Background: an optimization exercise with open tools, aiming at small area. Do not read the settings as production practice.
The RTL was checked by simulation tests, not by an equivalence proof against the original design.
Power and IR drop assume default switching activity.

`flow/run.sh`:
```
#!/bin/bash
# synth_recipe.tcl (not shown) runs the flow's synth.tcl, then flattens the netlist and writes it again
# the make line also repeats each setting of config.mk as NAME=value (left out here)
make -C /OpenROAD-flow-scripts/flow DESIGN_CONFIG=/design/flow/config.mk WORK_HOME=/design/flow/orfs CLKGATE_MAP_FILE= SYNTH_SCRIPT=/design/flow/synth_recipe.tcl finish
```
`flow/config.mk`:
```
export PLATFORM = sky130hd
export DESIGN_NAME = top
export DESIGN_NICKNAME = top
export VERILOG_FILES = /design/flow/design.v
export SDC_FILE = /design/flow/constraint.sdc
export NUM_CORES = 4
export LEC_CHECK = 0
export CAP_MARGIN = 20
export CORE_MARGIN = 2
export CORE_UTILIZATION = 40
export SLEW_MARGIN = 20
```
`flow/constraint.sdc`:
```
create_clock -name core_clock -period 8.0 [get_ports {clk}]
set_input_delay 1.6000 -clock core_clock [delete_from_list [all_inputs] [get_ports {clk}]]
set_output_delay 1.6000 -clock core_clock [all_outputs]
set_load 0.01 [all_outputs]
```
`flow/design.v`:
```
module New_Overlord (
    input enable,
    input Attack_start,
    input PR,
    input PWM,
    input PWM_R, PWM_L,
    input enA_OC, enB_OC,
    input enA_RE, enB_RE,
    input en_A_Find,
    input en_B_Find,
    input Turn_Start,
    input T_C,
    input [4:1] BC_IN,
    input [4:1] ET_IN, 
    input FIND_IN_1,
    input FIND_IN_2,
    input FIND_IN_3,
    input FIND_IN_4,
    input RvL,
    input k1,
    input k10,
    input R_final_signal,
    input L_final_signal,
    output f_IN1, f_IN2, f_IN3, f_IN4,
    output f_enA, f_enB,
    output fire,
    output enable_LED,
    output Attack_LED,
    output f_RvL,
    output PR_LED,
    output Border_L,
    output k1_LED,
    output k10_LED,
    output Border_R,
    output Turn_Start_LED,
    output T_C_LED,
    output Border_L2,
    output R_Final_LED,
    output L_Final_LED,
    output Border_R2
);
    assign f_enA = (enable & Attack_start) & ((~PR & enA_OC & PWM_R & en_A_Find) | (PR & PWM & enA_OC  ));
    assign f_enB = (enable & Attack_start) & ((~PR & enB_OC & PWM_L & en_B_Find) | (PR & PWM & enB_OC  ));
    assign f_IN1 = (enable & Attack_start) & ((~PR & FIND_IN_1) | (PR & ((BC_IN[1] & ~Turn_Start) | (ET_IN[1] & Turn_Start))));
    assign f_IN2 = (enable & Attack_start) & ((~PR & FIND_IN_2) | (PR & ((BC_IN[2] & ~Turn_Start) | (ET_IN[2] & Turn_Start))));
    assign f_IN3 = (enable & Attack_start) & ((~PR & FIND_IN_3) | (PR & ((BC_IN[3] & ~Turn_Start) | (ET_IN[3] & Turn_Start))));
    assign f_IN4 = (enable & Attack_start) & ((~PR & FIND_IN_4) | (PR & ((BC_IN[4] & ~Turn_Start) | (ET_IN[4] & Turn_Start))));
    assign fire = T_C;
    assign enable_LED = enable;
    assign Attack_LED = Attack_start;
    assign f_RvL = RvL;
    assign PR_LED = PR;
    assign Border_L = 1;
    assign k1_LED = k1;
    assign k10_LED = k10;
    assign Border_R = 1;
    assign Turn_Start_LED = Turn_Start;
    assign T_C_LED = T_C;
    assign R_Final_LED = R_final_signal;
    assign L_Final_LED = L_final_signal;
    assign Border_L2 = 1;
    assign Border_R2 = 1;
endmodule
module Ball_Controller(
    input clk, rst, k1, k10, T_C, PR_Signal,
    output reg [4:1]IN,
    output reg [1:0]Encoder_Turn,
    output reg Turn_Start,
    output reg PR
);
reg S_C;
reg PR_Latch;
reg LEDON;
reg Turn_Start_Hold;
reg PR_next;
parameter Short_Right = 2'b01;
parameter Short_Left = 2'b10;
reg [29:0] PR_delay;
reg PR_enable;
always @(posedge clk) begin
  if (rst) begin
    S_C = 0;
    PR_Latch = 0;
    LEDON = 0;
    Turn_Start_Hold = 0;
    PR_delay = 0;
    PR_enable = 0;
    IN <= 4'b0000;
    Encoder_Turn <= 2'b00;
    Turn_Start <= 0;
    PR <= 0;
  end
  else begin
    if (~PR_enable)begin 
        PR_delay = PR_delay + 1;
        if(PR_delay >= 50_000) begin
            PR_enable = 1;
        end 
    end
 PR_next = PR_enable & PR_Signal;
 PR <= PR_next;
    if(PR_next & ~PR_Latch)begin
        LEDON = 1; 
        PR_Latch = 1;
    end
    if(~S_C & PR_Latch)begin
        IN <= 4'b0101;
        if(k1|k10)begin
            IN <= 4'b0000;
            S_C = 1;
        end
    end
    if (S_C) begin
        if (~T_C)begin
            if (k1) begin
                Encoder_Turn <= Short_Right;
                Turn_Start_Hold = 1;
            end
            if (k10) begin
                Encoder_Turn <= Short_Left;
                Turn_Start_Hold = 1;
            end
        end
        else begin
            LEDON = 1; 
        end
    end        
    Turn_Start <= Turn_Start_Hold;
  end
end   
endmodule
module Encoder_Turn(
    input clk,
    input rst,
    input Encoder_SignalA,
    input Encoder_SignalB,
    input [1:0]Encoder_Turn,     
    input Turn_Start,
    output reg enA_RE,
    output reg enB_RE,
    output reg [4:1] IN,
    output reg T_C
);
reg [7:0] EncoderA_Counter;
reg [7:0] EncoderB_Counter;
reg [9:0] Encoder_Out;
reg old_signal_A;
reg old_signal_B;
reg T_C_reg;
parameter Turn_Limit = 65;      
reg Stop_A;
reg Stop_B;
always @(posedge clk) begin
if (rst) begin
    EncoderA_Counter = 0;
    EncoderB_Counter = 0;
    Encoder_Out = 0;
    old_signal_A = 0;
    old_signal_B = 0;
    T_C_reg = 0;
    Stop_A = 0;
    Stop_B = 0;
    IN <= 4'b0000;
    enA_RE <= 0;
    enB_RE <= 0;
    T_C <= 0;
end
else begin
if (Turn_Start) begin
    if (~T_C_reg)begin
        case (Encoder_Turn)
            2'b10: IN <= 4'b1010;           
            2'b01: IN <= 4'b0101;           
            default: IN <= 4'b0000;           
        endcase
        if (Encoder_SignalA) begin
            if ((Encoder_SignalA != old_signal_A) & ~old_signal_A) begin
                EncoderA_Counter = EncoderA_Counter + 1;
            end
        end
        if (Encoder_SignalB) begin
            if ((Encoder_SignalB != old_signal_B) & ~old_signal_B) begin
                EncoderB_Counter = EncoderB_Counter + 1;
            end
        end
        if (EncoderB_Counter == EncoderA_Counter) begin
            Stop_A = 0; 
            Stop_B = 0;
            Encoder_Out = EncoderA_Counter;
        end
        old_signal_A = Encoder_SignalA;
        old_signal_B = Encoder_SignalB;
        if(EncoderA_Counter > 17)begin
            EncoderA_Counter = 0;
            EncoderB_Counter = 0;
            Encoder_Out = 0;
            T_C_reg = 1;
        end 
    end
    else begin
        IN <= 4'b0000;
    end
    end
    enA_RE <= (Stop_A == 0) ? 1 : 0;
    enB_RE <= (Stop_B == 0) ? 1 : 0;
    T_C <= T_C_reg;
end
end
endmodule
module IR (
    input IR_signal,
    input clk,
    input rst,
    output k1,
    output k10
);
    reg [10:0] count;
    reg wave_state;
    reg previous_wave_state;
    reg k1_signal;
    reg k10_signal;
    reg sample;
    reg [23:0]sample_count;
    reg Latch;
    reg rise;
    reg sample_next;
    reg [23:0] sample_count_next;
    reg in_k1, in_k10;
always @(posedge clk) begin
    if (rst) begin
        count <= 0;
        wave_state <= 0;
        previous_wave_state <= 0;
        k1_signal <= 0;
        k10_signal <= 0;
        sample <= 0;
        sample_count <= 0;
        Latch <= 1;
    end
    else if(Latch)begin
            wave_state <= IR_signal;
            rise = wave_state & ~previous_wave_state;
            if (rise) begin
                count <= count + 1;
            end
            sample_next = sample | rise;
            sample_count_next = sample_count + {23'd0, sample_next};
            sample <= sample_next;
            sample_count <= sample_count_next;
            in_k1 = ( 70 <= count) && (count <= 130);      
            in_k10 = (950 <= count) && (count <= 1_050);   
            if(sample_count_next >= 10_000)begin 
                if (in_k1) begin
                    k1_signal <= 1;
                    Latch <= 0;
                end
                else if (in_k10) begin
                    k10_signal <= 1;
                    Latch <= 0;
                end
                else begin
                    k1_signal <= 0;
                    k10_signal <= 0;
                    count <= 0;
                    sample <= 0;
                    sample_count <= 0;
                end
            end
            previous_wave_state <= wave_state;
   end
end
    assign k1 = k1_signal;
    assign k10 = k10_signal;
endmodule
module OverCurrent (
    input clk,
    input rst,
    input overide,
    output reg enA_OC, enB_OC
);
integer Dbounce;
integer OCtimer;
reg OCreset;
reg [29:0]count;
always@(posedge clk)begin
  if (rst) begin
    Dbounce = 0;
    OCtimer = 0;
    OCreset = 0;
    count = 0;
    enA_OC <= 0;
    enB_OC <= 0;
  end
  else begin
    count = count + 1;
    if(count >= 100000)begin
        Dbounce = 0;
        count = 0;
    end
        if(overide)begin
            Dbounce = Dbounce + 1;
            if(Dbounce >= 40000)begin
                Dbounce = 0;
                OCreset = 1;
            end
        end
    if(OCreset)begin
        OCtimer = OCtimer + 1;
        if(OCtimer >= 300000)begin
            OCreset = 0;
            OCtimer = 0;
        end
    end
    enA_OC <= (OCreset == 0) ? 1:0;
    enB_OC <= (OCreset == 0) ? 1:0;
  end
end 
endmodule
module PWM_Generator_Find(
    input clk,
    input rst,
    output PWM_R_F, PWM_L_F,
    output PWM_R_R, PWM_L_R,
    output PWM_R_L, PWM_L_L
);
    reg PWM_R_F_out;
    reg PWM_L_F_out;
    reg PWM_R_R_out;
    reg PWM_L_R_out;
    reg PWM_R_L_out;
    reg PWM_L_L_out;
    localparam [9:0] width_40 = 10'd391;
    localparam [9:0] width_75 = 10'd732;
    localparam [9:0] width_80 = 10'd781;
    reg [9:0] count;
    always@(posedge clk) begin
      if (rst) begin
        count = 0;
        PWM_R_F_out <= 0;
        PWM_L_F_out <= 0;
        PWM_R_R_out <= 0;
        PWM_L_R_out <= 0;
        PWM_R_L_out <= 0;
        PWM_L_L_out <= 0;
      end
      else begin
        count = count + 1;
        if(count < width_75) begin
            PWM_R_F_out <= 1;
        end
        else begin
            PWM_R_F_out <= 0;
        end
        if(count < width_75) begin
            PWM_L_F_out <= 1;
        end
        else begin
            PWM_L_F_out <= 0;
        end
        if(count < width_40) begin
            PWM_R_R_out <= 1;
        end
        else begin
            PWM_R_R_out <= 0;
        end
        if(count < width_80) begin
            PWM_L_R_out <= 1;
        end
        else begin
            PWM_L_R_out <= 0;
        end
        if(count < width_80) begin
            PWM_R_L_out <= 1;
        end
        else begin
            PWM_R_L_out <= 0;
        end
        if(count < width_40) begin
            PWM_L_L_out <= 1;
        end
        else begin
            PWM_L_L_out <= 0;
        end
      end
end
        assign PWM_R_F = PWM_R_F_out;
        assign PWM_L_F = PWM_L_F_out;
        assign PWM_R_R = PWM_R_R_out;
        assign PWM_L_R = PWM_L_R_out;
        assign PWM_R_L = PWM_R_L_out;
        assign PWM_L_L = PWM_L_L_out;
endmodule
module PWM_Generator(
    input clk_100MHz,
    input rst,
    output PWM
);
    localparam [9:0] width = 10'd732;          
    reg out_PWM;        
    reg [9:0] count;
    always@(posedge clk_100MHz) begin
        if (rst) begin
            count = 0;
            out_PWM <= 0;
        end
        else begin
            count = count + 1;
        if(count < width)
            out_PWM <= 1;
        else
            out_PWM <= 0;
        end
    end
    assign PWM = out_PWM;
endmodule
module MicFlip_Flops(input clk, rst, RightMic, LeftMic, output reg RvL);
    reg Pos_RMic, Pos_LMic, Prev_LMic, Q1;
    always@(posedge clk) begin
        if (rst) begin
            Pos_RMic <= 0;
            Pos_LMic <= 0;
            Prev_LMic <= 0;
            Q1 <= 0;
            RvL <= 0;
        end
        else begin
            Pos_RMic <= RightMic;
            Pos_LMic <= LeftMic;
            Prev_LMic <= Pos_LMic;
            if (Pos_LMic & ~Prev_LMic)
                Q1 <= Pos_RMic;
            RvL <= Q1;
        end
    end
endmodule
module Start_Stop_Find_Ball(
    input RvL,
    input clk,
    input rst,
    input PWM_R_F,
    input PWM_L_F,
    input PWM_R_R,
    input PWM_L_R,
    input PWM_R_L,
    input PWM_L_L,
    output FIND_IN_1,
    output FIND_IN_2,
    output FIND_IN_3,
    output FIND_IN_4,
    output PWM_R,
    output PWM_L,
    output en_A_Find,
    output en_B_Find,
    output R_final_signal,  
    output L_final_signal
    );
reg sample;           
reg sample_NEW;
reg [28:0]turn_timer;     
reg [28:0]forward_timer;   
reg start_turn;    
reg start_turn_NEW;
reg Turn_V_Straight;
reg Turn_V_Straight_NEW;
reg [28:0]Right_Tracker;
reg [28:0]Left_tracker;
reg [28:0]sample_count;
parameter [1:4]Forward_IN = 4'b0110;
reg [1:4]Turn_IN;
reg [1:4]Turn_IN_NEW;
reg Right_final;
reg Left_final;
reg Right_final_NEW;
reg Left_final_NEW;
always@(posedge clk)begin
  if (rst) begin
    sample = 1;
    sample_NEW = 1;
    turn_timer = 0;
    forward_timer = 0;
    start_turn = 0;
    start_turn_NEW = 0;
    Turn_V_Straight = 0;
    Turn_V_Straight_NEW = 0;
    Right_Tracker = 0;
    Left_tracker = 0;
    sample_count = 0;
    Turn_IN = 4'b0000;
    Turn_IN_NEW = 4'b0000;
    Right_final = 0;
    Left_final = 0;
    Right_final_NEW = 0;
    Left_final_NEW = 0;
  end
  else begin
    Turn_IN = Turn_IN_NEW;
    if (sample) begin
        sample_count = sample_count + 1;
        if (~RvL) begin
            Left_tracker = Left_tracker + 1;
        end
        if(RvL) begin
            Right_Tracker = Right_Tracker + 1;
        end
        if (sample_count >= 100_000)begin
          if (Left_tracker > Right_Tracker) begin
            Turn_IN_NEW = 4'b0101;
            start_turn_NEW = 1;
            sample_NEW = 0;
            sample_count = 0;
            Right_final_NEW = 0;
            Left_final_NEW = 1;
            Left_tracker = 0;
            Right_Tracker = 0;
            end
          if (Left_tracker < Right_Tracker)begin
            Turn_IN_NEW = 4'b1010;
            start_turn_NEW = 1;
            sample_NEW = 0;
            sample_count = 0;
            Right_final_NEW = 1;
            Left_final_NEW = 0;
            Left_tracker = 0;
            Right_Tracker = 0;
           end
        end
    end    
if (start_turn)begin
   turn_timer = turn_timer + 1;
   if (turn_timer >= 100_000)begin
       Turn_V_Straight_NEW = 1;
    end
   if(Turn_V_Straight)begin
        forward_timer = forward_timer + 1;
        if (forward_timer >= 50_000) begin
            turn_timer =0;
            forward_timer = 0;
            sample_NEW = 1;
            start_turn_NEW = 0;
            Turn_V_Straight_NEW = 0;
        end 
   end
end
        sample = sample_NEW;
        Right_final = Right_final_NEW;
        Left_final = Left_final_NEW;
        Turn_V_Straight = Turn_V_Straight_NEW;
        start_turn = start_turn_NEW;
  end
end
assign  FIND_IN_1 = start_turn & ((~Turn_V_Straight  & Turn_IN[1]) | (Turn_V_Straight & Forward_IN[1]));
assign  FIND_IN_2 = start_turn & ((~Turn_V_Straight &  Turn_IN[2]) | (Turn_V_Straight & Forward_IN[2]));
assign  FIND_IN_3 = start_turn & ((~Turn_V_Straight &  Turn_IN[3]) | (Turn_V_Straight & Forward_IN[3]));
assign  FIND_IN_4 = start_turn & ((~Turn_V_Straight &  Turn_IN[4]) | (Turn_V_Straight & Forward_IN[4]));
assign en_A_Find = ~sample;
assign en_B_Find = ~sample;
assign PWM_R = start_turn & ((~Turn_V_Straight & Right_final & PWM_R_R) | (~Turn_V_Straight & Left_final & PWM_R_L) | (Turn_V_Straight & PWM_R_F));
assign PWM_L = start_turn & ((~Turn_V_Straight & Right_final & PWM_L_R) | (~Turn_V_Straight & Left_final & PWM_L_L) | (Turn_V_Straight & PWM_L_F));
assign R_final_signal = Right_final;
assign L_final_signal = Left_final;
endmodule
module top(
    input clk,
    input rst,
    input enable,
    input Attack_start,
    input overide,  
    input R_signal, L_signal,
    input PR_Signal,
    input IR_signal,
    input Encoder_SignalA,  
    input Encoder_SignalB,  
    output f_IN1, f_IN2, f_IN3, f_IN4,
    output f_enA, f_enB,
    output fire,
    output enable_LED,
    output Attack_LED,
    output f_RvL,
    output PR_LED,
    output Border_L,
    output k1_LED,
    output k10_LED,
    output Border_R,
    output Turn_Start_LED,
    output T_C_LED,
    output Border_R2,
    output R_Final_LED,
    output L_Final_LED,
    output Border_L2
);
    wire k1;
    wire k10;
    wire RvL;
    wire enA_OC, enB_OC;
    wire PWM_R, PWM_L;
    wire PR;
    wire [4:1]BC_IN;
    wire [4:1]ET_IN; 
    wire PWM;
    wire enA_RE;
    wire enB_RE;
    wire T_C;
    wire [1:0]Encoder_Turn;
    wire Turn_Start;
    wire PWM_R_F;
    wire PWM_L_F;
    wire PWM_R_R;
    wire PWM_L_R;
    wire PWM_R_L;
    wire PWM_L_L;
    wire FIND_IN_1;
    wire FIND_IN_2;
    wire FIND_IN_3;
    wire FIND_IN_4;
    wire en_A_Find;
    wire en_B_Find;
    wire R_final_signal;
    wire L_final_signal;
    MicFlip_Flops U0 (
        .clk(clk),
        .rst(rst),               
        .RightMic(R_signal),
        .LeftMic(L_signal),
        .RvL(RvL)
    );
    PWM_Generator_Find U1 (
        .clk(clk),
        .rst(rst),               
        .PWM_R_F(PWM_R_F),
        .PWM_L_F(PWM_L_F),
        .PWM_R_R(PWM_R_R),
        .PWM_L_R(PWM_L_R),
        .PWM_R_L(PWM_R_L),
        .PWM_L_L(PWM_L_L)
    );
    OverCurrent U2 (
        .clk(clk),  
        .rst(rst),
        .overide(overide),               
        .enA_OC(enA_OC),                 
        .enB_OC(enB_OC)                  
    );
    New_Overlord U3 (
     .enable(enable),                        
     .Attack_start(Attack_start),            
     .PR(PR),                                
     .PWM(PWM),                              
     .PWM_R(PWM_R),                          
     .PWM_L(PWM_L),
     .enA_OC(enA_OC),                        
     .enB_OC(enB_OC),
     .enA_RE(enA_RE),                        
     .enB_RE(enB_RE),                        
     .en_A_Find(en_A_Find),                  
     .en_B_Find(en_B_Find),
     .Turn_Start(Turn_Start),                
     .T_C(T_C),                         
     .BC_IN(BC_IN),                          
     .ET_IN(ET_IN), 
     .FIND_IN_1(FIND_IN_1),                  
     .FIND_IN_2(FIND_IN_2),
     .FIND_IN_3(FIND_IN_3),
     .FIND_IN_4(FIND_IN_4),
     .RvL(RvL),                              
     .k1(k1),
     .k10(k10),
     .R_final_signal(R_final_signal),        
     .L_final_signal(L_final_signal),
     .f_IN1(f_IN1),                          
     .f_IN2(f_IN2), 
     .f_IN3(f_IN3), 
     .f_IN4(f_IN4),
     .f_enA(f_enA), 
     .f_enB(f_enB),
     .fire(fire),
     .enable_LED(enable_LED),                
     .Attack_LED(Attack_LED),
     .f_RvL(f_RvL),
     .PR_LED(PR_LED),
     .Border_L(Border_L),
     .k1_LED(k1_LED),
     .k10_LED(k10_LED),
     .Border_R(Border_R),
     .Turn_Start_LED(Turn_Start_LED),
     .T_C_LED(T_C_LED),
     .Border_L2(Border_L2),
     .R_Final_LED(R_Final_LED),
     .L_Final_LED(L_Final_LED),
     .Border_R2(Border_R2)
    );
    Ball_Controller U4(
        .clk(clk),
        .rst(rst),
        .k1(k1),                         
        .k10(k10),
        .T_C(T_C),                       
        .PR_Signal(PR_Signal),           
        .IN(BC_IN),                      
        .Encoder_Turn(Encoder_Turn),     
        .Turn_Start(Turn_Start),         
        .PR(PR)                          
    );
    Encoder_Turn U5(
        .clk(clk),
        .rst(rst),
        .Encoder_SignalA(Encoder_SignalA),
        .Encoder_SignalB(Encoder_SignalB),
        .Encoder_Turn(Encoder_Turn),         
        .Turn_Start(Turn_Start),             
        .enA_RE(enA_RE),                     
        .enB_RE(enB_RE),                     
        .IN(ET_IN),                          
        .T_C(T_C)                            
    );
    PWM_Generator U6 (
        .clk_100MHz(clk),
        .rst(rst),    
        .PWM(PWM)
    );
    IR U7 (
        .clk(clk),
        .rst(rst),                
        .IR_signal(IR_signal),
        .k1(k1),
        .k10(k10)
    );
    Start_Stop_Find_Ball U8 (
    .RvL(RvL),                    
    .clk(clk),
    .rst(rst),
    .PWM_R_F(PWM_R_F),            
    .PWM_L_F(PWM_L_F),           
    .PWM_R_R(PWM_R_R),          
    .PWM_L_R(PWM_L_R),            
    .PWM_R_L(PWM_R_L),
    .PWM_L_L(PWM_L_L),
    .FIND_IN_1(FIND_IN_1),         
    .FIND_IN_2(FIND_IN_2),
    .FIND_IN_3(FIND_IN_3),
    .FIND_IN_4(FIND_IN_4),
    .PWM_R(PWM_R),                   
    .PWM_L(PWM_L),
    .en_A_Find(en_A_Find),           
    .en_B_Find(en_B_Find),
    .R_final_signal(R_final_signal),
    .L_final_signal(L_final_signal)
    );
endmodule
```
==> flow_metrics.env <==
export IMPL_first_drt_pass_iteration_count=6
export IMPL_die_h_um=241
export IMPL_via_per_inst=5.568
export IMPL_area_sequential_um2=7367
export IMPL_setup_ws_ps=601.3
export IMPL_cp_endpoint="U8.sample_count[9]"
export IMPL_die_area_um2=58080
export IMPL_clock_skew_final_ps=14.51
export IMPL_power_share_sequential=0.449
export IMPL_placement_rows=86
export IMPL_fp_coreArea_um2=55310
export IMPL_tritoncts_clock_tree="done"
export IMPL_finalWirelength_um=53110
export IMPL_power_frac_clock=0.511
export IMPL_insertion_delay_ps=580
export IMPL_startpoint_of_the_most_critical_hold_path="U7.sample_count[0]"
export IMPL_cts_clk_pin_slew_worst_paths_ps=60
export IMPL_crit_path_start_kind="register"
export IMPL_post_cts_resize_count=0
export IMPL_synth_simple_gate_area_share=0.3119
export IMPL_run_status="finished clean"
export IMPL_ctsRootBufferMaster="sky130_fd_sc_hd__clkbuf_16"
export IMPL_antenna_left=0
export IMPL_peakVddDrop_v=0.0001992
export IMPL_synth_main_ff_cell="sky130_fd_sc_hd__dfxtp_1"
export IMPL_synth_compound_gate_area_share=0.1487
export IMPL_n_antenna_cell=0
export IMPL_synth_async_reset_ratio=0
export IMPL_power_net_switching_uw=948.4
export IMPL_floorplan_initialDensity=0.4062
export IMPL_ys_seq_area_frac=0.3279
export IMPL_timing_reg2reg_setup_slack_ps=600
export IMPL_first_global_vias=18744
export IMPL_yosysWarningCount=8
export IMPL_hold_class="reg2reg"
export IMPL_power_density_nw_per_um2=167.9
export IMPL_flow_area_growth_from_synthesis_pct=10.35
export IMPL_fraction_of_power_consumed_by_combinational_cells=0.040
export IMPL_p_leak_uw=0.008749
export IMPL_fmax_ghz=0.1352
export IMPL_netSwitchingFraction=0.2279
export IMPL_final_hold_viol_count=0
export IMPL_arrival_ps=7860
export IMPL_synth_cell_type_count=94
export IMPL_post_route_cells_drive_above_1_share=0.06246
export IMPL_design_power_total_uw=4162
export IMPL_design_internal_power_uw=3213
export IMPL_pin_count_of_the_biggest_net_entering_global_routing=79
export IMPL_drt_iter0_markers=1328
export IMPL_unrepaired_setup_endpoints_after_global_routing="yes"
export IMPL_ys_seq_elements=368
export IMPL_buffer_ports_inserted=26
export IMPL_route_detailed_wl_per_inst_um=14.57
export IMPL_reg2reg_to="U8.sample_count[9]"
export IMPL_timing_critical_path_buf_inv=3
export IMPL_clock_sinks=368
export IMPL_final_setup_tns_ps=0
export IMPL_wire_length_of_the_first_global_routing_pass_um=89710
export IMPL_cap_viol_max_count=0
export IMPL_synth_edf_count=0
export IMPL_cts_max_path_buffers=3
export IMPL_timing_worst_slew_pin_value_ps=1096
export IMPL_postCtsSetupBuffers=0
export IMPL_syn_inst=2922
export IMPL_die_w_um=241
export IMPL_slew_headroom=0.2636
export IMPL_timing_critical_path_max_delay_family="compound AO/OA/AOI/OAI gates"
export IMPL_io_pin_count=32
export IMPL_finalCriticalPeriod_ps=7399
export IMPL_via_count=20302
export IMPL_path_depth=27
export IMPL_path_common_cell="sky130_fd_sc_hd__a21o_1"
export IMPL_postSynthAreaPerCell_um2=7.689
export IMPL_critPathKind="reg2reg"
export IMPL_synth_area_mux_share=0.01637
export IMPL_finalCritPeriodShare=0.9248
export IMPL_combinational_family_with_the_most_area_after_synthesis="simple AND/OR/NAND/NOR gates"
export IMPL_cts_hold_fix_buffers=0
export IMPL_synth_adder_area_share=0.04177
export IMPL_synthXorXnorAreaFrac=0.1010
export IMPL_cp_max_fo=34
export IMPL_finalNetCount=2951
export IMPL_antenna_violations_before_repair=0
export IMPL_timing_reg2reg_worst_path_depth=27
export IMPL_number_of_design_rule_violations_left_after_detail_routing=0
export IMPL_synthesis_area_um2=22470
export IMPL_timing_critical_path_to_type="register"
export IMPL_final_max_slew_violation_count=0
export IMPL_worst_r2r_startpoint="U0.RvL"
export IMPL_hpwlAfterDp_um=36090
export IMPL_slowest_stage="sky130_fd_sc_hd__a31oi_4"
export IMPL_cp_launch_point="U0.RvL"
export IMPL_crit_required_ps=8460
export IMPL_cts_inserted_buffers=44
export IMPL_total_congestion_overflow_after_global_routing=0
export IMPL_hold_ws_ps=464.7
export IMPL_global_route_usage_total=0.1805
export IMPL_htreeDepth=2
export IMPL_fillCellCount=5501
export IMPL_report_final_setup_viol=0
export IMPL_layout_commonest_cell="sky130_fd_sc_hd__dfxtp_1"
export IMPL_max_stage_delay_ps=630
export IMPL_dp_slack_ps=637.9
export IMPL_most_common_layout_cells="sky130_fd_sc_hd__dfxtp_1, sky130_fd_sc_hd__nor2_1, sky130_fd_sc_hd__nand2_1, sky130_fd_sc_hd__nand3_1, sky130_fd_sc_hd__xor2_1"
export IMPL_routabilityCongestion=0.8464
export IMPL_multi_input_comb_area_um2=14040
-- layout make-up --
type	count	area share
Multi-Input combinational cell	2279	0.5663
Sequential cell	368	0.2971
Clock buffer	59	0.04996
Tap cell	748	0.03775
Timing Repair Buffer	57	0.01993
Inverter	115	0.01741
Clock inverter	20	0.01151
-- worst min-delay path: stages, from the launching register on --
cell,delay [ps]
sky130_fd_sc_hd__dfxtp_1,310
sky130_fd_sc_hd__nand2_1,50
sky130_fd_sc_hd__o31ai_1,50
-- worst min-delay path by stage --
stage                    endpoint  slack [ps]  cells past startpoint
2_1_floorplan         U2.count[0]         430                      1
3_3_place_gp          U2.count[0]         430                      1
3_5_place_dp          U2.count[0]         450                      1
4_1_cts               U2.count[0]         470                      1
5_1_grt                    U0.RvL         490                      1
6_report       U7.sample_count[0]         460                      2
-- metrics by stage --
step	area (um^2)	cells	util
after global routing	24790	3646	0.4483
after detailed placement	23260	3567	0.4206
after floorplan	22520	2937	-
after global placement	23260	3567	0.4206
after CTS	24780	3646	0.4481
final	24790	3646	0.4483
-- routing by layer --
| metal | global-route usage | part of all wire | up-vias |
|---|---|---|---|
| li1 | - | - | 10295 |
| met1 | 0.2393 | 0.48 | 9515 |
| met2 | 0.3013 | 0.46 | 412 |
| met3 | 0.02665 | 0.044 | 80 |
| met4 | 0.05705 | 0.021 | 0 |
| met5 | 0 | 0 | - |
-- Yosys cell counts (all sizes together) (36+ instances only) --
library cell  count  area [um^2]
dfxtp           368         7367
or2              43        269.0
nand3           180        900.9
inv             115        431.7
nor4             52        337.8
clkbuf          140        529.3
o21ai           138        698.2
and3             73        456.7
nand2           275         1032
a21oi            83        415.4
xnor2           115         1007
xor2            144         1261
nor2            366         1379
a31oi            36        231.5
ha               75        938.4
nor3             94        475.5
nand4           121        769.5
-- cell families (layout without fill, tap and decap cells) --
logic type,Yosys count,count (layout)
XOR/XNOR,259,259
AO/OA/AOI/OAI,496,496
AND/OR/NAND/NOR,1396,1396
flip-flops,368,368
multiplexers,36,36
buffers and inverters,290,251
other,2,17
adder cells (fa/ha/maj),75,75
-- power by group through the flow --
stage	registers, uW	logic [uW]	clock network (uW)
2_1_floorplan	1900	123	0
3_3_place_gp	1910	161	0
3_5_place_dp	1910	165	0
4_1_cts	1870	165	2200
5_1_grt	1870	186	2270
6_report	1870	165	2130

-- separate check: timing with driven ports --
In the flow no input, the clock included, has a driving cell. The finished layout below was timed again as built, in two steps. Step 1 sets driving cells, clkbuf_16 on the clock port and buf_2 on the other inputs (assumed; they add their load-dependent delay and slew). Step 2 also shifts input and output timing later by t, the mid clock arrival at the registers, as if the neighbouring blocks saw the same clock. Slacks: ideal ports / drivers / drivers and shift; pairs: ideal ports / drivers.
shift t [ns]: 0.629
slack for setup (ns): 0.601 / 0.601 / 0.601
worst register clock-pin slew, ns: 0.06 / 0.06
After both steps setup and hold are still met in this run. For this run, drivers alone change the setup slack by 0.000 ns; drivers and shift together by 0.000 ns.
